What follows belongs to an exercise in optimizing a design on an open flow for small area, a short achievable clock period and few clock cycles per item; a production flow would make more cautious choices.
RTL that was checked went through simulation tests only; none was proved equivalent to the original.
Only the layout flow was run in runs 2 and 3; the RTL was not checked for function there.

<file path="flow/design.v">
`timescale 1ns / 1ps
module collision(clk, rst, data_in_x, data_in_y, data_in_z, collision_detect, done_valid);
  input clk, rst;
  input signed [9:0] data_in_x, data_in_y, data_in_z;
  output reg collision_detect, done_valid;
  reg [29:0] r [0:7];
  reg [3:0] idx;
  reg loading;
  integer i;
  wire [29:0] w = {data_in_z, data_in_y, data_in_x};
  always @(posedge clk) begin
    r[0] <= w;
    for (i = 1; i < 8; i = i + 1) r[i] <= r[i-1];
  end
  always @(posedge clk) begin
    if (rst) begin
      idx <= 4'd15;
      loading <= 1'b1;
    end else begin
      idx <= idx + 4'd1;
      if (idx == 4'd14) loading <= 1'b0;
    end
  end
  function [11:0] add12(input [11:0] a, input [11:0] b);
    reg [11:0] gg, pp;
    integer t, d;
    begin
      gg = a & b; pp = a ^ b;
      for (d = 1; d < 12; d = d * 2)
        for (t = 11; t >= d; t = t - 1) begin
          gg[t] = gg[t] | (pp[t] & gg[t-d]);
          pp[t] = pp[t] & pp[t-d];
        end
      add12 = (a ^ b) ^ {gg[10:0], 1'b0};
    end
  endfunction
  function [18:0] add19(input [18:0] a, input [18:0] b);
    reg [18:0] gg, pp;
    integer t, d;
    begin
      gg = a & b; pp = a ^ b;
      for (d = 1; d < 19; d = d * 2)
        for (t = 18; t >= d; t = t - 1) begin
          gg[t] = gg[t] | (pp[t] & gg[t-d]);
          pp[t] = pp[t] & pp[t-d];
        end
      add19 = (a ^ b) ^ {gg[17:0], 1'b0};
    end
  endfunction
  function lt10(input [9:0] a, input [9:0] b, input pr);
    reg [9:0] aa, bb;
    reg lt, eq, am, bm;
    integer t;
    begin
      aa = {~a[9], a[8:0]};
      bb = {~b[9], b[8:0]};
      lt = 1'b0; eq = 1'b1;
      for (t = 9; t >= 0; t = t - 1) begin
        lt = lt | (eq & ~aa[t] & bb[t]);
        eq = eq & ~(aa[t] ^ bb[t]);
      end
      am = pr & (a == 10'h200);
      bm = pr & (b == 10'h200);
      lt10 = ~am & (bm | lt);
    end
  endfunction
  wire [29:0] r0 = r[0];
  wire [29:0] r7 = r[7];
  wire [3:0] widx = idx + 4'd1;
  localparam [9:0] NEG = 10'h200;
  reg [9:0] amx [0:2], am2 [0:2], bmx [0:2], bm2 [0:2], smx [0:2], sm2 [0:2];
  reg [2:0] ahs, bhs, shs;
  wire [2:0] sep_comb;
  genvar g;
  generate for (g = 0; g < 3; g = g + 1) begin : st
    wire [9:0] v = w[10*g +: 10];
    wire [9:0] u = r7[10*g +: 10];
    wire vn = (v == NEG);
    wire un = (u == NEG);
    wire ne = (u != v);
    wire c_uv = lt10(u, v, 1'b0);
    wire c_mv = lt10(smx[g], v, 1'b0);
    wire c_mu = lt10(smx[g], u, 1'b0);
    wire c_vm = ~vn & lt10(v, sm2[g], 1'b1);
    wire c_um = ~un & lt10(u, sm2[g], 1'b1);
    always @(posedge clk) begin
      if (loading) begin
        if (widx == 4'd0) begin
          amx[g] <= v; am2[g] <= v; ahs[g] <= vn;
          smx[g] <= v; sm2[g] <= v; shs[g] <= vn;
        end else if (widx < 4'd8) begin
          if (lt10(amx[g], v, 1'b0)) amx[g] <= v;
          if (~vn & lt10(v, am2[g], 1'b1)) am2[g] <= v;
          if (vn) ahs[g] <= 1'b1;
        end
        if (widx == 4'd8) begin
          bmx[g] <= v; bm2[g] <= v; bhs[g] <= vn;
        end else if (widx > 4'd8) begin
          if (lt10(bmx[g], v, 1'b0)) bmx[g] <= v;
          if (~vn & lt10(v, bm2[g], 1'b1)) bm2[g] <= v;
          if (vn) bhs[g] <= 1'b1;
          if (ne) begin
            if (c_uv & c_mv) smx[g] <= v;
            else if (!c_uv & c_mu) smx[g] <= u;
            if (c_um & (~c_vm | c_uv)) sm2[g] <= u;
            else if (c_vm) sm2[g] <= v;
            if (un | vn) shs[g] <= 1'b1;
          end
        end
      end
    end
    wire [11:0] amn = ahs[g] ? 12'hE00 : {{2{am2[g][9]}}, am2[g]};
    wire [11:0] bmn = bhs[g] ? 12'hE00 : {{2{bm2[g][9]}}, bm2[g]};
    wire [11:0] smn = shs[g] ? 12'hE00 : {{2{sm2[g][9]}}, sm2[g]};
    wire [11:0] amx12 = {{2{amx[g][9]}}, amx[g]};
    wire [11:0] bmx12 = {{2{bmx[g][9]}}, bmx[g]};
    wire [11:0] smx12 = {{2{smx[g][9]}}, smx[g]};
    wire [11:0] q0 = amx12;
    wire [11:0] q1 = bmx12;
    wire [11:0] q2 = smn;
    wire [11:0] q3 = ~amn;
    wire [11:0] q4 = ~bmn;
    wire [11:0] q5 = ~smx12;
    wire [11:0] t0s = q0 ^ q1 ^ q2;
    wire [11:0] t0c = {((q0[10:0] & q1[10:0]) | (q0[10:0] & q2[10:0]) | (q1[10:0] & q2[10:0])), 1'b1};
    wire [11:0] t1s = q3 ^ q4 ^ q5;
    wire [11:0] t1c = {((q3[10:0] & q4[10:0]) | (q3[10:0] & q5[10:0]) | (q4[10:0] & q5[10:0])), 1'b1};
    wire [11:0] t2s = t0s ^ t0c ^ t1s;
    wire [11:0] t2c = {((t0s[10:0] & t0c[10:0]) | (t0s[10:0] & t1s[10:0]) | (t0c[10:0] & t1s[10:0])), 1'b1};
    wire [11:0] t3s = t2s ^ t2c ^ t1c;
    wire [11:0] t3c = {((t2s[10:0] & t2c[10:0]) | (t2s[10:0] & t1c[10:0]) | (t2c[10:0] & t1c[10:0])), 1'b0};
    wire [11:0] dsum = add12(t3s, t3c);
    assign sep_comb[g] = dsum[11];
  end endgenerate
  reg [29:0] ev [0:2], fv [0:2];
  wire [1:0] dk = idx[1:0];
  wire [29:0] rk = (dk == 2'd1) ? r[1] : (dk == 2'd2) ? r[2] : r[3];
  wire [29:0] dd;
  assign dd[9:0]   = r0[9:0]   - rk[9:0];
  assign dd[19:10] = r0[19:10] - rk[19:10];
  assign dd[29:20] = r0[29:20] - rk[29:20];
  wire ld_ef = loading && (idx[2] == 1'b0) && (dk != 2'd0);
  always @(posedge clk) begin
    if (ld_ef) begin
      if (!idx[3]) ev[dk-2'd1] <= dd; else fv[dk-2'd1] <= dd;
    end
  end
  reg [3:0] xcnt;             
  reg [8:0] need_y, need_z;   
  reg [2:0] fast_use;         
  reg [8:0] big;              
  reg [3:0] st_s;             
  reg [3:0] sn;               
  reg [1:0] sc;               
  function [3:0] low9(input [8:0] m);
    integer t;
    begin
      low9 = 4'd0;
      for (t = 8; t >= 0; t = t - 1) if (m[t]) low9 = t[3:0];
    end
  endfunction
  wire x_go = (xcnt != 4'd0 || (idx == 4'd10 && loading)) && xcnt < 4'd9;
  wire [3:0] ny = low9(need_y);
  wire [3:0] nz = low9(need_z);
  reg iss;
  reg [3:0] in_n;
  reg [1:0] in_c;
  always @(*) begin
    iss = 1'b0; in_n = xcnt; in_c = 2'd0;
    if (st_s == 4'd1) begin
      iss = 1'b1; in_n = sn; in_c = sc;
    end else if (st_s == 4'd0) begin
      if (x_go) begin
        iss = 1'b1; in_n = xcnt; in_c = 2'd0;
      end else if (need_y != 9'd0) begin
        iss = 1'b1; in_n = ny; in_c = 2'd1;
      end else if (need_z != 9'd0) begin
        iss = 1'b1; in_n = nz; in_c = 2'd2;
      end
    end
  end
  reg [1:0] ia, ib;
  always @(*) begin
    case (in_n)
      4'd0: begin ia = 2'd0; ib = 2'd0; end
      4'd1: begin ia = 2'd1; ib = 2'd0; end
      4'd2: begin ia = 2'd2; ib = 2'd0; end
      4'd3: begin ia = 2'd0; ib = 2'd1; end
      4'd4: begin ia = 2'd1; ib = 2'd1; end
      4'd5: begin ia = 2'd2; ib = 2'd1; end
      4'd6: begin ia = 2'd0; ib = 2'd2; end
      4'd7: begin ia = 2'd1; ib = 2'd2; end
      default: begin ia = 2'd2; ib = 2'd2; end
    endcase
  end
  wire [29:0] e = ev[ia];
  wire [29:0] f = fv[ib];
  reg [9:0] s1a, s1b, s2a, s2b;
  always @(*) begin
    case (in_c)
      2'd0:    begin s1a = e[19:10]; s1b = f[29:20]; s2a = f[19:10]; s2b = e[29:20]; end
      2'd1:    begin s1a = e[29:20]; s1b = f[9:0];   s2a = f[29:20]; s2b = e[9:0];   end
      default: begin s1a = e[9:0];   s1b = f[19:10]; s2a = f[9:0];   s2b = e[19:10]; end
    endcase
  end
  reg [9:0] o1a, o1b, o2a, o2b;
  reg [18:0] ks, kc;
  reg v1, v2;
  reg [3:0] n1, n2;
  reg [1:0] c1, c2;
  wire [18:0] L0 [0:20];
  genvar gj, gi;
  generate
    for (gj = 0; gj < 10; gj = gj + 1) begin : pr
      wire [9:0] t1, t2;
      for (gi = 0; gi < 10; gi = gi + 1) begin : pb
        if ((gi == 9) != (gj == 9)) begin : inv
          assign t1[gi] = ~(o1a[gi] & o1b[gj]);
          assign t2[gi] = o2a[gi] & o2b[gj];
        end else begin : pos
          assign t1[gi] = o1a[gi] & o1b[gj];
          assign t2[gi] = ~(o2a[gi] & o2b[gj]);
        end
      end
      wire [28:0] sh1 = {19'd0, t1} << gj;
      wire [28:0] sh2 = {19'd0, t2} << gj;
      assign L0[gj] = sh1[18:0];
      assign L0[10+gj] = sh2[18:0];
    end
  endgenerate
  assign L0[20] = 19'd2047;
  function [37:0] csa(input [18:0] a, input [18:0] b, input [18:0] c);
    csa = {a ^ b ^ c, (a & b) | (a & c) | (b & c)};
  endfunction
  wire [18:0] L1 [0:13];
  wire [18:0] L2 [0:9];
  wire [18:0] L3 [0:6];
  wire [18:0] L4 [0:4];
  wire [18:0] L5 [0:3];
  wire [18:0] L6 [0:2];
  wire [18:0] L7 [0:1];
  generate
    for (gi = 0; gi < 7; gi = gi + 1) begin : c1l
      wire [37:0] x = csa(L0[3*gi], L0[3*gi+1], L0[3*gi+2]);
      assign L1[2*gi] = x[37:19];
      assign L1[2*gi+1] = {x[17:0], 1'b0};
    end
    for (gi = 0; gi < 4; gi = gi + 1) begin : c2l
      wire [37:0] x = csa(L1[3*gi], L1[3*gi+1], L1[3*gi+2]);
      assign L2[2*gi] = x[37:19];
      assign L2[2*gi+1] = {x[17:0], 1'b0};
    end
    assign L2[8] = L1[12];
    assign L2[9] = L1[13];
    for (gi = 0; gi < 3; gi = gi + 1) begin : c3l
      wire [37:0] x = csa(L2[3*gi], L2[3*gi+1], L2[3*gi+2]);
      assign L3[2*gi] = x[37:19];
      assign L3[2*gi+1] = {x[17:0], 1'b0};
    end
    assign L3[6] = L2[9];
    for (gi = 0; gi < 2; gi = gi + 1) begin : c4l
      wire [37:0] x = csa(L3[3*gi], L3[3*gi+1], L3[3*gi+2]);
      assign L4[2*gi] = x[37:19];
      assign L4[2*gi+1] = {x[17:0], 1'b0};
    end
    assign L4[4] = L3[6];
    begin : c5l
      wire [37:0] x = csa(L4[0], L4[1], L4[2]);
      assign L5[0] = x[37:19];
      assign L5[1] = {x[17:0], 1'b0};
      assign L5[2] = L4[3];
      assign L5[3] = L4[4];
    end
    begin : c6l
      wire [37:0] x = csa(L5[0], L5[1], L5[2]);
      assign L6[0] = x[37:19];
      assign L6[1] = {x[17:0], 1'b0};
      assign L6[2] = L5[3];
    end
    begin : c7l
      wire [37:0] x = csa(L6[0], L6[1], L6[2]);
      assign L7[0] = x[37:19];
      assign L7[1] = {x[17:0], 1'b0};
    end
  endgenerate
  always @(posedge clk) begin
    o1a <= s1a; o1b <= s1b; o2a <= s2a; o2b <= s2b;
    n1 <= in_n; c1 <= in_c;
    ks <= L7[0];
    kc <= L7[1];
    n2 <= n1; c2 <= c1;
  end
  wire [18:0] k = add19(ks, kc);
  wire kz = (k == 19'd0);
  wire kfast = (k[18:16] == 3'b000) || (k[18:16] == 3'b111);
  reg statfin, finished;
  wire sepany = statfin && ((sep_comb & fast_use) != 3'd0);
  wire cross_done = (xcnt == 4'd9) && need_y == 9'd0 && need_z == 9'd0 && !v1 && !v2;
  wire kneg = (k == 19'h40000);
  function [9:0] sel3(input [1:0] c, input [29:0] a);
    sel3 = (c == 2'd0) ? a[9:0] : (c == 2'd1) ? a[19:10] : a[29:20];
  endfunction
  wire [2:0] hsel = {shs[sc], bhs[sc], ahs[sc]};
  wire [9:0] xa = (kneg & hsel[0]) ? NEG : sel3(sc, {amx[2], amx[1], amx[0]});
  wire [9:0] xb = (kneg & hsel[1]) ? NEG : sel3(sc, {bmx[2], bmx[1], bmx[0]});
  wire [9:0] xc = (kneg & hsel[2]) ? NEG : sel3(sc, {smx[2], smx[1], smx[0]});
  wire [9:0] na_ = (~kneg & hsel[0]) ? NEG : sel3(sc, {am2[2], am2[1], am2[0]});
  wire [9:0] nb_ = (~kneg & hsel[1]) ? NEG : sel3(sc, {bm2[2], bm2[1], bm2[0]});
  wire [9:0] nc_ = (~kneg & hsel[2]) ? NEG : sel3(sc, {sm2[2], sm2[1], sm2[0]});
  wire [11:0] xsel = {{2{xa[9]}}, xa} - {{2{na_[9]}}, na_} + {{2{xb[9]}}, xb} - {{2{nb_[9]}}, nb_};
  wire [11:0] ysel = {{2{xc[9]}}, xc} - {{2{nc_[9]}}, nc_};
  reg [18:0] sh;
  reg neg, seen, lt;
  reg [4:0] bc;
  reg [11:0] xr, yr;
  reg [12:0] acca, accb;
  wire sb = (bc < 5'd19) && (neg ? (sh[0] ^ seen) : sh[0]);
  wire [12:0] na = acca + (sb ? {1'b0, xr} : 13'd0);
  wire [12:0] nb = accb + (sb ? {1'b0, yr} : 13'd0);
  always @(posedge clk) begin
    if (rst) begin
      xcnt <= 4'd0; need_y <= 9'd0; need_z <= 9'd0; fast_use <= 3'd0; big <= 9'd0;
      v1 <= 1'b0; v2 <= 1'b0; statfin <= 1'b0; finished <= 1'b0;
      done_valid <= 1'b0; collision_detect <= 1'b0; st_s <= 4'd0;
    end else begin
      done_valid <= 1'b0;
      if (ld_ef && dd[9:0] != 10'd0 && !(idx[3] && dk == 2'd1)) fast_use[0] <= 1'b1;
      v1 <= iss;
      v2 <= v1;
      if (st_s == 4'd0) begin
        if (x_go) xcnt <= xcnt + 4'd1;
        else if (need_y != 9'd0) need_y[ny] <= 1'b0;
        else if (need_z != 9'd0) need_z[nz] <= 1'b0;
      end
      if (v2 && st_s == 4'd0) begin
        if (kz) begin
          if (c2 == 2'd0) need_y[n2] <= 1'b1;
          else if (c2 == 2'd1) need_z[n2] <= 1'b1;
        end else if (kfast) fast_use[c2] <= 1'b1;
        else big[n2] <= 1'b1;
      end
      if (idx == 4'd14 && loading) statfin <= 1'b1;
      case (st_s)
        4'd0: if (!finished && statfin) begin
          if (sepany) begin
            done_valid <= 1'b1; collision_detect <= 1'b0; finished <= 1'b1; st_s <= 4'd10;
          end else if (cross_done) begin
            if (big == 9'd0) begin
              done_valid <= 1'b1; collision_detect <= 1'b1; finished <= 1'b1; st_s <= 4'd10;
            end else begin
              st_s <= 4'd1; sn <= low9(big); sc <= 2'd0;
            end
          end
        end
        4'd1: st_s <= 4'd2;                      
        4'd2: st_s <= 4'd3;                      
        4'd3: begin                              
          if (kz) begin
            sc <= sc + 2'd1; st_s <= 4'd1;
          end else begin
            sh <= k; neg <= k[18]; st_s <= 4'd7;
            xr <= xsel;
            yr <= ysel;
            acca <= 13'd0; accb <= 13'd0; bc <= 5'd0; seen <= 1'b0; lt <= 1'b0;
          end
        end
        4'd7: begin                              
          acca <= na >> 1;
          accb <= nb >> 1;
          sh <= sh >> 1;
          seen <= seen | sh[0];
          if (na[0] != nb[0]) lt <= (bc == 5'd27) ? na[0] : nb[0];
          bc <= bc + 5'd1;
          if (bc == 5'd27) st_s <= 4'd8;
        end
        4'd8: begin
          if (lt) begin
            done_valid <= 1'b1; collision_detect <= 1'b0; finished <= 1'b1; st_s <= 4'd10;
          end else begin
            big[sn] <= 1'b0;
            st_s <= 4'd9;
          end
        end
        4'd9: begin
          if (big == 9'd0) begin
            done_valid <= 1'b1; collision_detect <= 1'b1; finished <= 1'b1; st_s <= 4'd10;
          end else begin
            st_s <= 4'd1; sn <= low9(big); sc <= 2'd0;
          end
        end
        default: ;
      endcase
    end
  end
endmodule
</file>
<file path="flow/run.sh">
#!/bin/bash
# synth_recipe.tcl (not shown) runs the flow's synth.tcl, then flattens the netlist and writes it again
# the make line also repeats each setting of config.mk as NAME=value (left out here)
make -C /OpenROAD-flow-scripts/flow DESIGN_CONFIG=/design/flow/config.mk WORK_HOME=/design/flow/orfs CLKGATE_MAP_FILE= SYNTH_SCRIPT=/design/flow/synth_recipe.tcl finish
</file>
<file path="flow/config.mk">
export PLATFORM = sky130hd
export DESIGN_NAME = collision
export DESIGN_NICKNAME = collision
export VERILOG_FILES = /design/flow/design.v
export SDC_FILE = /design/flow/constraint.sdc
export NUM_CORES = 4
export LEC_CHECK = 0
export CAP_MARGIN = 20
export CORE_MARGIN = 2
export CORE_UTILIZATION = 40
export SETUP_SLACK_MARGIN = 5
export SLEW_MARGIN = 20
</file>
<file path="flow/constraint.sdc">
create_clock -name core_clock -period 10.0 [get_ports {clk}]
set_input_delay 2.0000 -clock core_clock [delete_from_list [all_inputs] [get_ports {clk}]]
set_output_delay 2.0000 -clock core_clock [all_outputs]
set_load 0.01 [all_outputs]
</file>
==> results.cfg, run 1 <==
[yosys]
yosysWarnings = 8
synth_edf_count = 449
yosysSeqAreaShare = 0.427
syn_nets = 5318
synth_top_area_cell = edfxtp_1
synth.avg_cell_area_um2 = 10.4
synth_cells = 4728
ys_top_cells_by_area = edfxtp_1 27%, dfxtp_1 15%, fa_1 13%, ha_1 6.4%, inv_1 4.2%
synth_simple_gate_area_frac = 0.138
synth_top_family_by_area = adder cells
synth.distinct_cells = 97
synth_flop_cell = edfxtp_1
synth-compound-area-share = 0.123
syn_area_um2 = 49200
synth-xor-area-share = 0.0210
synth.area.mux_share = 0.0263
async_reset_ff_frac = 0
ys_ff_latch = 825
synthAdderAreaFrac = 0.206
synth_top_area_frac = 0.274

[cells_and_area]
final_cell_mix = 538 x inv_1, 449 x edfxtp_1, 374 x dfxtp_1, 344 x nor2_1, 334 x nand2_1
seq_area_um2 = 21000
design_area_um2 = 56000
final.fill_count = 11230
final_common_cell = inv_1
drive_above_1_share = 0.0980
fin_nets = 5411
area_growth_pct = 13.9
multi_input_area_um2 = 26200
fin_cells = 6524

[cts]
clock_latency_ns = 0.69
clk_path_buf_depth = 3
cts_inserted_buffers = 89
clk_pin_slew_ns = 0.06
h-tree-depth = 3
cts_hold_buf = 0
root_buffer = clkbuf_16
clock-sinks = 825
cts_tree = yes

[drt]
routed_wirelength_um = 143000
firstDrtPassIters = 9
routedWlPerCell_um = 21.9
vias = 35812
viasPerCell = 5.49
drc = 0
drt_iter0_drc = 3101
ant_nets = 0

[timing]
post-route-period-util = 0.609
setup_violations = 0
finalHoldWorstSlack_ns = 0.317
fin_worst_skew_ns = 0.0254
timing.slew.headroom = 0.201
fmax_mhz = 164
hold_viol = 0
fin_crit_ns = 6.09
drv_slew = 0
setup_tns_ns = 0
rsz0062_at_grt = yes
tightest_slew_ns = 1.19

[worst_setup_path]
path_class = reg -> reg
required_ns = 10.42
cp-start-kind = register
cp-end-kind = register
ff2ff_setup_slack_ns = 3.91
cp_slowest_stage_delay_ns = 0.64
slowest_stage = or4b_4
cp_top_family = compound AO/OA/AOI/OAI gates
crit_arrival_ns = 6.51
cp_max_fo = 4
worst-path-buf-inv = 1
crit_chain = ha_4 -> fa_2 -> a211o_1 -> a211oi_2 -> nor3_2 -> a221oi_2 -> xnor2_2 -> or4b_4 -> a221oi_4 -> fa_1 -> fa_1 -> inv_1 -> ha_2 -> fa_2 -> a21o_1 -> a21oi_2 -> o21bai_1 -> a21oi_2 -> o21bai_1 -> a21oi_2 -> o21bai_1 -> a21oi_1 -> xnor2_1

[worst_hold_path]
hold_path_class = reg -> reg

[placed_design]
gp_congestion = 0.977
place_inst = 6244
dp_hpwl_um = 104000
place_area_um2 = 51300
portBuffers = 33

[floorplanning]
rows = 128
die_y_um = 355
die_width_um = 355
design.core.area_um2 = 122000
start_util = 0.403
dieArea_um2 = 126000
io_pins = 34

[outcome]
outcome = timing/DRC/antenna clean

[global_route]
grt_pass1_vias = 35398
grt_pass1_wl_um = 217000
grtUsageTotal = 0.225
grt_max_degree = 105
antenna_found_initial = 4
grt_overflow = 0

[flow_run]
cap_viol_max_count = 0
path summary, 6_finish.rpt:
path / startpoint / end / cells after the start
max: ks[3]$_DFF_P_ / xr[10]$_DFFE_PP_ / 23
min: r[5][28]$_DFF_P_ / r[6][28]$_DFF_P_ / 0
max reg2reg: ks[3]$_DFF_P_ / xr[10]$_DFFE_PP_ / 23
min reg2reg: r[5][28]$_DFF_P_ / r[6][28]$_DFF_P_ / 0
area by class of cell:
type	count	share of cell area
Sequential cell	825	0.375
Multi-Input combinational cell	3161	0.467
Clock inverter	45	0.00958
Clock buffer	122	0.0449
Antenna cell	2	0.0000893
Timing Repair Buffer	195	0.0304
Inverter	549	0.0368
Tap cell	1625	0.0363
metal layers:
metal	global-route usage	up-vias	share of wire
li1	-	16620	-
met3	0.0451	228	0.076
met5	0	-	0.000098
met2	0.365	1231	0.47
met4	0.0680	2	0.028
met1	0.303	17731	0.43
cells by family after synthesis:
| logic type | after synthesis |
|---|---|
| AND/OR/NAND/NOR | 1367 |
| AO/OA/AOI/OAI | 902 |
| XOR/XNOR | 118 |
| buffers and inverters | 745 |
| adder cells (fa/ha/maj) | 642 |
| flip-flops | 825 |
| multiplexers | 129 |
synthesized netlist by cell type, types with 38 or more instances:
cell,count
fa_1,308
nand2b_1,55
xor2_1,38
mux2i_1,128
nor2b_1,119
a211oi_1,44
maj3_1,82
dfxtp_1,376
and2_1,176
nor2_1,359
a31oi_1,64
ha_1,250
nor3_1,57
o21ai_0,203
a221o_1,44
a21o_1,42
nand2_1,340
edfxtp_1,449
xnor2_1,80
clkbuf_1,139
inv_1,546
a21oi_1,197
nand3_1,79
and3_1,41
state kept, by name, summed over array words and instances, names as in the netlist, 11 cells and up:
name  count
ks       19
am2      30
kc       16
sh       19
bm2      30
r       240
accb     12
acca     12
smx      30
bmx      30
yr       11
xr       12
sm2      30
fv       90
ev       90
amx      30
metrics by stage:
stage                util  setup WS, ns
finish              0.460          3.91
global route        0.460          3.66
CTS                 0.454          4.03
detailed placement  0.421          3.32
global placement    0.421          3.35
floorplan               -          4.17
repair_timing:
item	CTS	global route
pin swaps	31	47
endpoints found under the setup margin	169	131
setup buffers	69	38
cloned	2	1
resized for setup	100	95
hold endpoints to repair	0	0
Testbench counts, summed over its fixed seeds: cycles 4,007, items 192.
==> inputs of run 2 (changes only) <==
--- a/flow/design.v
+++ b/flow/design.v
@@ -3,14 +3,13 @@
   input clk, rst;
   input signed [9:0] data_in_x, data_in_y, data_in_z;
   output reg collision_detect, done_valid;
-  reg [29:0] r [0:7];
+  reg [29:0] r [0:15];
   reg [3:0] idx;
   reg loading;
   integer i;
-  wire [29:0] w = {data_in_z, data_in_y, data_in_x};
   always @(posedge clk) begin
-    r[0] <= w;
-    for (i = 1; i < 8; i = i + 1) r[i] <= r[i-1];
+    r[0] <= loading ? {data_in_z, data_in_y, data_in_x} : r[15];
+    for (i = 1; i < 16; i = i + 1) r[i] <= r[i-1];
   end
   always @(posedge clk) begin
     if (rst) begin
@@ -47,6 +46,7 @@
       add19 = (a ^ b) ^ {gg[17:0], 1'b0};
     end
   endfunction
+  reg prime;    
   function lt10(input [9:0] a, input [9:0] b, input pr);
     reg [9:0] aa, bb;
     reg lt, eq, am, bm;
@@ -64,69 +64,54 @@
       lt10 = ~am & (bm | lt);
     end
   endfunction
+  wire [29:0] w = loading ? {data_in_z, data_in_y, data_in_x} : r[15];
   wire [29:0] r0 = r[0];
   wire [29:0] r7 = r[7];
   wire [3:0] widx = idx + 4'd1;
-  localparam [9:0] NEG = 10'h200;
-  reg [9:0] amx [0:2], am2 [0:2], bmx [0:2], bm2 [0:2], smx [0:2], sm2 [0:2];
-  reg [2:0] ahs, bhs, shs;
+  reg [9:0] hi [0:2], lo [0:2], smax [0:2], smin [0:2];
+  reg [10:0] ra [0:2];
+  wire [11:0] xs [0:2], ys [0:2];
   wire [2:0] sep_comb;
   genvar g;
   generate for (g = 0; g < 3; g = g + 1) begin : st
     wire [9:0] v = w[10*g +: 10];
     wire [9:0] u = r7[10*g +: 10];
-    wire vn = (v == NEG);
-    wire un = (u == NEG);
     wire ne = (u != v);
-    wire c_uv = lt10(u, v, 1'b0);
-    wire c_mv = lt10(smx[g], v, 1'b0);
-    wire c_mu = lt10(smx[g], u, 1'b0);
-    wire c_vm = ~vn & lt10(v, sm2[g], 1'b1);
-    wire c_um = ~un & lt10(u, sm2[g], 1'b1);
+    wire c_uv = lt10(u, v, prime);
+    wire c_mv = lt10(smax[g], v, prime);
+    wire c_mu = lt10(smax[g], u, prime);
+    wire c_vm = lt10(v, smin[g], prime);
+    wire c_um = lt10(u, smin[g], prime);
     always @(posedge clk) begin
-      if (loading) begin
-        if (widx == 4'd0) begin
-          amx[g] <= v; am2[g] <= v; ahs[g] <= vn;
-          smx[g] <= v; sm2[g] <= v; shs[g] <= vn;
-        end else if (widx < 4'd8) begin
-          if (lt10(amx[g], v, 1'b0)) amx[g] <= v;
-          if (~vn & lt10(v, am2[g], 1'b1)) am2[g] <= v;
-          if (vn) ahs[g] <= 1'b1;
-        end
-        if (widx == 4'd8) begin
-          bmx[g] <= v; bm2[g] <= v; bhs[g] <= vn;
-        end else if (widx > 4'd8) begin
-          if (lt10(bmx[g], v, 1'b0)) bmx[g] <= v;
-          if (~vn & lt10(v, bm2[g], 1'b1)) bm2[g] <= v;
-          if (vn) bhs[g] <= 1'b1;
-          if (ne) begin
-            if (c_uv & c_mv) smx[g] <= v;
-            else if (!c_uv & c_mu) smx[g] <= u;
-            if (c_um & (~c_vm | c_uv)) sm2[g] <= u;
-            else if (c_vm) sm2[g] <= v;
-            if (un | vn) shs[g] <= 1'b1;
-          end
-        end
+      if (widx == 4'd0 || widx == 4'd8) begin
+        hi[g] <= v; lo[g] <= v;
+      end else begin
+        if (lt10(hi[g], v, prime)) hi[g] <= v;
+        if (lt10(v, lo[g], prime)) lo[g] <= v;
+      end
+      if (widx == 4'd8) ra[g] <= {hi[g][9], hi[g]} - {lo[g][9], lo[g]};
+      if (widx == 4'd0) begin
+        smax[g] <= v; smin[g] <= v;
+      end else if (widx > 4'd8 && ne) begin
+        if (c_uv & c_mv) smax[g] <= v;
+        else if (!c_uv & c_mu) smax[g] <= u;
+        if (c_uv & c_um) smin[g] <= u;
+        else if (!c_uv & c_vm) smin[g] <= v;
       end
     end
-    wire [11:0] amn = ahs[g] ? 12'hE00 : {{2{am2[g][9]}}, am2[g]};
-    wire [11:0] bmn = bhs[g] ? 12'hE00 : {{2{bm2[g][9]}}, bm2[g]};
-    wire [11:0] smn = shs[g] ? 12'hE00 : {{2{sm2[g][9]}}, sm2[g]};
-    wire [11:0] amx12 = {{2{amx[g][9]}}, amx[g]};
-    wire [11:0] bmx12 = {{2{bmx[g][9]}}, bmx[g]};
-    wire [11:0] smx12 = {{2{smx[g][9]}}, smx[g]};
-    wire [11:0] q0 = amx12;
-    wire [11:0] q1 = bmx12;
-    wire [11:0] q2 = smn;
-    wire [11:0] q3 = ~amn;
-    wire [11:0] q4 = ~bmn;
-    wire [11:0] q5 = ~smx12;
+    assign xs[g] = {ra[g][10], ra[g]} + {{2{hi[g][9]}}, hi[g]} - {{2{lo[g][9]}}, lo[g]};
+    assign ys[g] = {{2{smax[g][9]}}, smax[g]} - {{2{smin[g][9]}}, smin[g]};
+    wire [11:0] q0 = {ra[g][10], ra[g]};
+    wire [11:0] q1 = {{2{hi[g][9]}}, hi[g]};
+    wire [11:0] q2 = {{2{smin[g][9]}}, smin[g]};
+    wire [11:0] q3 = ~{{2{lo[g][9]}}, lo[g]};
+    wire [11:0] q4 = ~{{2{smax[g][9]}}, smax[g]};
     wire [11:0] t0s = q0 ^ q1 ^ q2;
-    wire [11:0] t0c = {((q0[10:0] & q1[10:0]) | (q0[10:0] & q2[10:0]) | (q1[10:0] & q2[10:0])), 1'b1};
-    wire [11:0] t1s = q3 ^ q4 ^ q5;
-    wire [11:0] t1c = {((q3[10:0] & q4[10:0]) | (q3[10:0] & q5[10:0]) | (q4[10:0] & q5[10:0])), 1'b1};
+    wire [11:0] t0c = {((q0[10:0] & q1[10:0]) | (q0[10:0] & q2[10:0]) | (q1[10:0] & q2[10:0])), 1'b0};
+    wire [11:0] t1s = q3 ^ q4 ^ 12'd2;
+    wire [11:0] t1c = {((q3[10:0] & q4[10:0]) | (q3[10:0] & 11'd2) | (q4[10:0] & 11'd2)), 1'b0};
     wire [11:0] t2s = t0s ^ t0c ^ t1s;
-    wire [11:0] t2c = {((t0s[10:0] & t0c[10:0]) | (t0s[10:0] & t1s[10:0]) | (t0c[10:0] & t1s[10:0])), 1'b1};
+    wire [11:0] t2c = {((t0s[10:0] & t0c[10:0]) | (t0s[10:0] & t1s[10:0]) | (t0c[10:0] & t1s[10:0])), 1'b0};
     wire [11:0] t3s = t2s ^ t2c ^ t1c;
     wire [11:0] t3c = {((t2s[10:0] & t2c[10:0]) | (t2s[10:0] & t1c[10:0]) | (t2c[10:0] & t1c[10:0])), 1'b0};
     wire [11:0] dsum = add12(t3s, t3c);
@@ -139,7 +124,7 @@
   assign dd[9:0]   = r0[9:0]   - rk[9:0];
   assign dd[19:10] = r0[19:10] - rk[19:10];
   assign dd[29:20] = r0[29:20] - rk[29:20];
-  wire ld_ef = loading && (idx[2] == 1'b0) && (dk != 2'd0);
+  wire ld_ef = (idx[2] == 1'b0) && (dk != 2'd0);
   always @(posedge clk) begin
     if (ld_ef) begin
       if (!idx[3]) ev[dk-2'd1] <= dd; else fv[dk-2'd1] <= dd;
@@ -293,22 +278,11 @@
   wire [18:0] k = add19(ks, kc);
   wire kz = (k == 19'd0);
   wire kfast = (k[18:16] == 3'b000) || (k[18:16] == 3'b111);
-  reg statfin, finished;
-  wire sepany = statfin && ((sep_comb & fast_use) != 3'd0);
+  reg statfin, stats_rdy, finished;
+  reg [2:0] sepreg;
+  wire [2:0] sep_use = stats_rdy ? sepreg : sep_comb;
+  wire sepany = statfin && ((sep_use & fast_use) != 3'd0);
   wire cross_done = (xcnt == 4'd9) && need_y == 9'd0 && need_z == 9'd0 && !v1 && !v2;
-  wire kneg = (k == 19'h40000);
-  function [9:0] sel3(input [1:0] c, input [29:0] a);
-    sel3 = (c == 2'd0) ? a[9:0] : (c == 2'd1) ? a[19:10] : a[29:20];
-  endfunction
-  wire [2:0] hsel = {shs[sc], bhs[sc], ahs[sc]};
-  wire [9:0] xa = (kneg & hsel[0]) ? NEG : sel3(sc, {amx[2], amx[1], amx[0]});
-  wire [9:0] xb = (kneg & hsel[1]) ? NEG : sel3(sc, {bmx[2], bmx[1], bmx[0]});
-  wire [9:0] xc = (kneg & hsel[2]) ? NEG : sel3(sc, {smx[2], smx[1], smx[0]});
-  wire [9:0] na_ = (~kneg & hsel[0]) ? NEG : sel3(sc, {am2[2], am2[1], am2[0]});
-  wire [9:0] nb_ = (~kneg & hsel[1]) ? NEG : sel3(sc, {bm2[2], bm2[1], bm2[0]});
-  wire [9:0] nc_ = (~kneg & hsel[2]) ? NEG : sel3(sc, {sm2[2], sm2[1], sm2[0]});
-  wire [11:0] xsel = {{2{xa[9]}}, xa} - {{2{na_[9]}}, na_} + {{2{xb[9]}}, xb} - {{2{nb_[9]}}, nb_};
-  wire [11:0] ysel = {{2{xc[9]}}, xc} - {{2{nc_[9]}}, nc_};
   reg [18:0] sh;
   reg neg, seen, lt;
   reg [4:0] bc;
@@ -320,8 +294,9 @@
   always @(posedge clk) begin
     if (rst) begin
       xcnt <= 4'd0; need_y <= 9'd0; need_z <= 9'd0; fast_use <= 3'd0; big <= 9'd0;
-      v1 <= 1'b0; v2 <= 1'b0; statfin <= 1'b0; finished <= 1'b0;
-      done_valid <= 1'b0; collision_detect <= 1'b0; st_s <= 4'd0;
+      v1 <= 1'b0; v2 <= 1'b0; statfin <= 1'b0; stats_rdy <= 1'b0; finished <= 1'b0;
+      done_valid <= 1'b0; collision_detect <= 1'b0; st_s <= 4'd0; prime <= 1'b0;
+      sepreg <= 3'd0;
     end else begin
       done_valid <= 1'b0;
       if (ld_ef && dd[9:0] != 10'd0 && !(idx[3] && dk == 2'd1)) fast_use[0] <= 1'b1;
@@ -340,6 +315,10 @@
         else big[n2] <= 1'b1;
       end
       if (idx == 4'd14 && loading) statfin <= 1'b1;
+      if (statfin && !stats_rdy) begin
+        stats_rdy <= 1'b1;
+        sepreg <= sep_comb;
+      end
       case (st_s)
         4'd0: if (!finished && statfin) begin
           if (sepany) begin
@@ -358,12 +337,21 @@
           if (kz) begin
             sc <= sc + 2'd1; st_s <= 4'd1;
           end else begin
-            sh <= k; neg <= k[18]; st_s <= 4'd7;
-            xr <= xsel;
-            yr <= ysel;
-            acca <= 13'd0; accb <= 13'd0; bc <= 5'd0; seen <= 1'b0; lt <= 1'b0;
+            sh <= k; neg <= k[18]; st_s <= 4'd4;
           end
         end
+        4'd4: if (idx == 4'd14) begin            
+          prime <= (sh == 19'h40000);
+          st_s <= 4'd5;
+        end
+        4'd5: if (idx == 4'd14) st_s <= 4'd6;    
+        4'd6: begin                              
+          prime <= 1'b0;
+          xr <= (sc == 2'd0) ? xs[0] : (sc == 2'd1) ? xs[1] : xs[2];
+          yr <= (sc == 2'd0) ? ys[0] : (sc == 2'd1) ? ys[1] : ys[2];
+          acca <= 13'd0; accb <= 13'd0; bc <= 5'd0; seen <= 1'b0; lt <= 1'b0;
+          st_s <= 4'd7;
+        end
         4'd7: begin                              
           acca <= na >> 1;
           accb <= nb >> 1;
==> run 2 against run 1 <==
  * Design area rose by 8.5%
  * Critical path type is now in -> reg
  * Critical endpoint is now smin[2][8]$_DFFE_PP_
  * Still clean
  * Die area increased by 10%
  * Sequential share of layout area up 3.4 points
  * Largest cell class unchanged
==> results.cfg, run 2 <==
[timing]
post-route-period-util = 0.490
timing.slew.headroom = 0.215
setup_violations = 0
setup_tns_ns = 0
drv_slew = 0
fin_worst_skew_ns = 0.0598
rsz0062_at_grt = no
hold_viol = 0
fin_crit_ns = 4.90
tightest_slew_ns = 1.18
fmax_mhz = 204

[cells_and_area]
largest_reg_flops = 480
multi_input_area_um2 = 26400
final_cell_mix = 719 x inv_1, 620 x dfxtp_1, 413 x edfxtp_1, 345 x ha_1, 333 x nand2_1
fin_nets = 5740
final.fill_count = 12513
design_area_um2 = 60800
seq_area_um2 = 24800
drive_above_1_share = 0.0833
largest_register = r
final_common_cell = inv_1
area_growth_pct = 11.9
largestRegisters = r (480), ev (90), fv (90)
antenna_cells = 0

[cts]
clk_path_buf_depth = 3
cts_tree = yes
clock-sinks = 1034
root_buffer = clkbuf_16
clk_pin_slew_ns = 0.07
clock_latency_ns = 0.75
cts_inserted_buffers = 107
h-tree-depth = 3

[worst_setup_path]
worstRegToRegCells = 18
required_ns = 10.35
cp-start-kind = input port
crit_arrival_ns = 5.25
ff2ff_setup_slack_ns = 5.21
path_class = in -> reg
cp_max_fo = 10
r2r_end = collision_detect$_SDFFE_PP0P_
cp-end-kind = register
r2r_start = hi[1][5]$_DFFE_PP_

[floorplanning]
start_util = 0.402
die_width_um = 373
io_pins = 34
rows = 135
dieArea_um2 = 139000
die_y_um = 373
design.core.area_um2 = 135000

[placed_design]
gp_congestion = 0.895
place_area_um2 = 56700
portBuffers = 33
dp_hpwl_um = 99900

[worst_hold_path]
worstHoldStart = r[9][8]$_DFF_P_
hold_end = r[10][8]$_DFF_P_
hold_path_class = reg -> reg
hold_depth = 0

[yosys]
synth_cells = 5003
syn_area_um2 = 54300
ys_top_cells_by_area = dfxtp_1 23%, edfxtp_1 23%, fa_1 11%, ha_1 8.0%, inv_1 5.0%
synth.avg_cell_area_um2 = 10.9
synth_flop_cell = dfxtp_1
yosysSeqAreaShare = 0.457
synth.distinct_cells = 105
yosysMostFrequentCell = inv_1
synth_top_area_cell = dfxtp_1
synth_top_area_frac = 0.229
syn_nets = 5677
ys_ff_latch = 1034
synth_edf_count = 413
async_reset_ff_frac = 0
synth_commonest_cells = 721 x inv_1, 621 x dfxtp_1, 413 x edfxtp_1
yosysWarnings = 7

[drt]
routedWlPerCell_um = 19.4
firstDrtPassIters = 5
routed_wirelength_um = 134000
drc = 0
vias = 36376
ant_nets = 0
viasPerCell = 5.24
drt_iter0_drc = 2748

[flow_run]
cap_viol_max_count = 0

[global_route]
grt_pass1_vias = 35976
antenna_found_initial = 4
grt_max_degree = 60
grt_pass1_wl_um = 208000
grt_overflow = 0
grtUsageTotal = 0.194

[outcome]
outcome = timing/DRC/antenna clean
==> run 2: what timing repair did <==
action / in CTS / in global routing
hold buffers: 0 / 0
setup buffers: 2 / 11
pin swaps: 1 / 7
endpoints found under the setup margin: 32 / 90
gates resized for setup: 8 / 24
hold endpoints to repair: 0 / 0
==> run 2: cell type report <==
class	count	share of cell area
Tap cell	1781	0.0367
Timing Repair Buffer	92	0.0129
Inverter	727	0.0449
Sequential cell	1034	0.409
Multi-Input combinational cell	3104	0.434
Clock inverter	55	0.0101
Clock buffer	148	0.0531
==> run 2: worst max-delay path, cell delays in order <==
cell and delay (ns):
clkdlybuf4s50_1 0.41, mux2_2 0.38, inv_1 0.22, ha_1 0.29
nor2b_1 0.16, and2_1 0.17, o31ai_1 0.37, nand2_1 0.20
a2111oi_0 0.39, o31a_1 0.19, o21bai_1 0.47
==> run 2: worst max-delay path by stage <==
stage,start,to,slack [ns]
CTS,idx[0]$_SDFF_PP1_,o1a[2]$_DFF_P_,5.01
finish,data_in_z[9],smin[2][8]$_DFFE_PP_,5.10
detailed placement,data_in_y[4],smax[1][1]$_DFFE_PP_,4.15
floorplan,data_in_y[9],smax[1][0]$_DFFE_PP_,5.01
global route,data_in_x[8],smax[0][0]$_DFFE_PP_,5.00
global placement,data_in_x[2],smax[0][0]$_DFFE_PP_,4.18
==> run 2: cells by family after synthesis <==
| family | Yosys count | synth area share |
|---|---|---|
| AOI/OAI and AO/OA | 870 | 0.109 |
| xor gates and xnor gates | 147 | 0.0237 |
| adders and majority gates | 695 | 0.199 |
| buffers and inverters | 865 | 0.0625 |
| DFF | 1034 | 0.457 |
| muxes | 196 | 0.0398 |
| and+or+nand+nor | 1196 | 0.109 |
==> run 2: metrics by stage <==
| step | instances | utilization | hold slack (ns) | worst slack (ns) |
|---|---|---|---|---|
| final | 6941 | 0.450 | 0.295 | 5.10 |
| after global routing | 6941 | 0.450 | 0.311 | 5.00 |
| after CTS | 6929 | 0.448 | 0.294 | 5.01 |
| after detailed placement | 6724 | 0.419 | 0.312 | 4.15 |
| after global placement | 6724 | 0.419 | 0.310 | 4.18 |
| after floorplan | 5003 | - | 0.310 | 5.01 |
==> run 2: routing by layer <==
layer | vias to the layer above | routed length [µm] | GRT usage
met5 | - | 0 | 0
met4 | 0 | 3710 | 0.0563
met3 | 203 | 7240 | 0.0288
met2 | 951 | 60900 | 0.310
met1 | 17916 | 62500 | 0.274
li1 | 17306 | - | -
==> inputs of run 3 (changes only) <==
--- a/flow/config.mk
+++ b/flow/config.mk
@@ -8,5 +8,4 @@
 export CAP_MARGIN = 20
 export CORE_MARGIN = 2
 export CORE_UTILIZATION = 40
-export SETUP_SLACK_MARGIN = 5
 export SLEW_MARGIN = 20
==> run 3 against run 2 <==
  * First-iteration DRC count shrank 7.5%
  * Core utilization shrank 0.41 points
  * Clock skew decreased by 0.019 ns
  * Sequential share of layout area grew 0.38 points
  * Synthesized area did not move
  * Design area decreased by 0.92%
  * Non-clock buffer count shrank 15
  * Fmax is 12% lower
  * Count of clock-buffer cells in the layout shrank 5
  * Critical path type is now reg -> reg
  * Critical endpoint is now sn[0]$_SDFFCE_PP0P_
  * Highest routed layer is now met5
==> results.cfg, run 3 <==
[outcome]
outcome = timing/DRC/antenna clean

[cells_and_area]
final.fill_count = 12738
fin_cells = 6924
largest_reg_flops = 480
finish.utilization = 0.446
largestRegisters = r (480), ev (90), fv (90)
final_cell_mix = 721 x inv_1, 620 x dfxtp_1, 413 x edfxtp_1, 345 x ha_1, 333 x nand2_1
largest_register = r
fin_nets = 5723
drive_above_1_share = 0.0743
area_growth_pct = 10.9
final_common_cell = inv_1

[flow_run]
cap_viol_max_count = 0

[cts]
cts_hold_buf = 0
clk_pin_slew_ns = 0.07
cts_resized = 0
clock-sinks = 1034
clock_latency_ns = 0.74
h-tree-depth = 3
root_buffer = clkbuf_16
cts_tree = yes
cts_inserted_buffers = 105
clk_path_buf_depth = 3
cts_post_setup_buffers_inserted = 0

[timing]
fin_worst_skew_ns = 0.0413
post-route-period-util = 0.554
tightest_slew_ns = 1.13
hold_viol = 0
fmax_mhz = 181
setup_violations = 0
drv_slew = 0
fin_crit_ns = 5.54
timing.slew.headroom = 0.244
setup_tns_ns = 0
rsz0062_at_grt = no
setup_ws_ns = 4.46

[yosys]
synth.avg_cell_area_um2 = 10.9
synth_top_area_cell = dfxtp_1
synth.distinct_cells = 105
syn_nets = 5677
yosysSeqAreaShare = 0.457
ys_ff_latch = 1034
syn_area_um2 = 54300
synth_top_area_frac = 0.229
ys_top_cells_by_area = dfxtp_1 23%, edfxtp_1 23%, fa_1 11%, ha_1 8.0%, inv_1 5.0%
synth_commonest_cells = 721 x inv_1, 621 x dfxtp_1, 413 x edfxtp_1
yosysMostFrequentCell = inv_1
synth_flop_cell = dfxtp_1
async_reset_ff_frac = 0
synth_edf_count = 413
synth_cells = 5003
yosysWarnings = 7

[floorplanning]
rows = 135
dieArea_um2 = 139000
die_y_um = 373
die_width_um = 373
start_util = 0.402
design.core.area_um2 = 135000
io_pins = 34

[worst_setup_path]
cp-end-kind = register
cp-start-kind = register
r2r_end = sn[0]$_SDFFCE_PP0P_
required_ns = 10.35
path_class = reg -> reg
crit_arrival_ns = 5.89
ff2ff_setup_slack_ns = 4.46
r2r_start = hi[1][9]$_DFFE_PP_
cp_max_fo = 6
worstRegToRegCells = 14

[global_route]
grt_pass1_vias = 36005
grtUsageTotal = 0.195
antenna_found_initial = 6
grt_pass1_wl_um = 209000
grt_overflow = 0
grt_max_degree = 61

[placed_design]
place_inst = 6723
dp_hpwl_um = 100000
portBuffers = 33
dp_slack_ns = 4.12
gp_congestion = 0.885

[drt]
viasPerCell = 5.23
ant_nets = 0
drc = 0
routed_wirelength_um = 134000
drt_iter0_drc = 2543
vias = 36229
firstDrtPassIters = 5
routedWlPerCell_um = 19.3

[worst_hold_path]
hold_end = r[6][9]$_DFF_P_
hold_depth = 0
hold_path_class = reg -> reg
worstHoldStart = r[5][9]$_DFF_P_
[run 3: cell counts after synthesis]
Identical to the previous run, type by type.
[run 3: stage by stage]
step	hold slack (ns)	area, µm²
final	0.296	60200
after global routing	0.316	60200
after CTS	0.302	60200
after detailed placement	0.312	56600
after global placement	0.310	56600
after floorplan	0.310	54300
[run 3: how the worst max path moves through the flow]
| stage | from | endpoint | slack [ns] | depth (start not counted) |
|---|---|---|---|---|
| 3_5_place_dp | data_in_x[2] | smax[0][0]$_DFFE_PP_ | 4.12 | 10 |
| 4_1_cts | hi[1][9]$_DFFE_PP_ | sn[0]$_SDFFCE_PP0P_ | 4.42 | 14 |
| 5_1_grt | hi[1][9]$_DFFE_PP_ | sn[0]$_SDFFCE_PP0P_ | 4.19 | 14 |
| 3_3_place_gp | data_in_x[2] | smax[0][0]$_DFFE_PP_ | 4.19 | 10 |
| 6_report | hi[1][9]$_DFFE_PP_ | sn[0]$_SDFFCE_PP0P_ | 4.46 | 14 |
| 2_1_floorplan | idx[0]$_SDFF_PP1_ | ev[1][0]$_DFFE_PP_ | 4.55 | 6 |
[run 3: area by class of cell]
class                      instances  area [µm²]  area share
inverter                         727        2730      0.0453
tap                             1781        2230      0.0370
sequential                      1034       24800       0.412
clock inverter                    55         543     0.00902
antenna                            3        7.51    0.000125
timing repair buffer              77         661      0.0110
multi-input combinational       3104       26200       0.435
clock buffer                     143        2990      0.0496
[run 3: critical path, stage by stage, from the launching register on]
cell and delay, ns:
edfxtp_1 0.52, fa_1 0.57, fa_1 0.50, inv_1 0.05, fa_1 0.51, inv_1 0.05
ha_1 0.30, a21oi_1 0.21, o211ai_1 0.16, a2111oi_2 0.82, or3_1 0.25, a311o_1 0.20
and3_1 0.24, a21oi_1 0.12, nor3b_1 0.63
[run 3: kinds of logic (layout without fill, tap and decap cells)]
| family | after synthesis | count (layout) | share of synthesized area |
|---|---|---|---|
| AO/OA/AOI/OAI | 870 | 870 | 0.109 |
| XOR/XNOR | 147 | 147 | 0.0237 |
| adder cells (fa/ha/maj) | 695 | 695 | 0.199 |
| buffers and inverters | 865 | 1002 | 0.0625 |
| flip-flops | 1034 | 1034 | 0.457 |
| multiplexers | 196 | 196 | 0.0398 |
| other | 0 | 3 | 0 |
| AND/OR/NAND/NOR | 1196 | 1196 | 0.109 |
[run 3: routing by layer]
layer  GRT usage  up-vias  part of all wire
met5           0        -          0.000052
li1            -    17267                 -
met3      0.0292      193             0.049
met2       0.311      888              0.46
met1       0.275    17879              0.47
met4      0.0528        2             0.026

static timing again, ports no longer ideal:
In the flow no input, the clock included, has a driving cell. The finished layouts below were timed again as built, in two steps. Step 1 sets driving cells, clkbuf_16 on the clock port and buf_2 on the other inputs (assumed; they add their load-dependent delay and slew). Step 2 times the ports against the registers' clock, not the clock port: input delays grow and output delays shrink by t, the midpoint of the rising clock arrivals with the driver on. a / b / c = no drivers / after step 1 / after step 2; a / b = the first two.
run | t, ns | slack for setup (ns) | hold WS [ns] | worst slew at a driven data input, ns
run 1 | 0.746 | 3.909 / 3.909 / 3.909 | 0.317 / 0.317 / 0.317 | 0.10
run 2 | 0.791 | 5.103 / 5.144 / 4.353 | 0.295 / 0.295 / 0.295 | 0.04
run 3 | 0.794 | 4.463 / 4.463 / 4.160 | 0.296 / 0.296 / 0.296 | 0.04
After both steps every run listed still meets setup and hold. For run 2, which loses most, drivers alone change the setup slack by +0.041 ns; drivers and shift together by -0.750 ns.
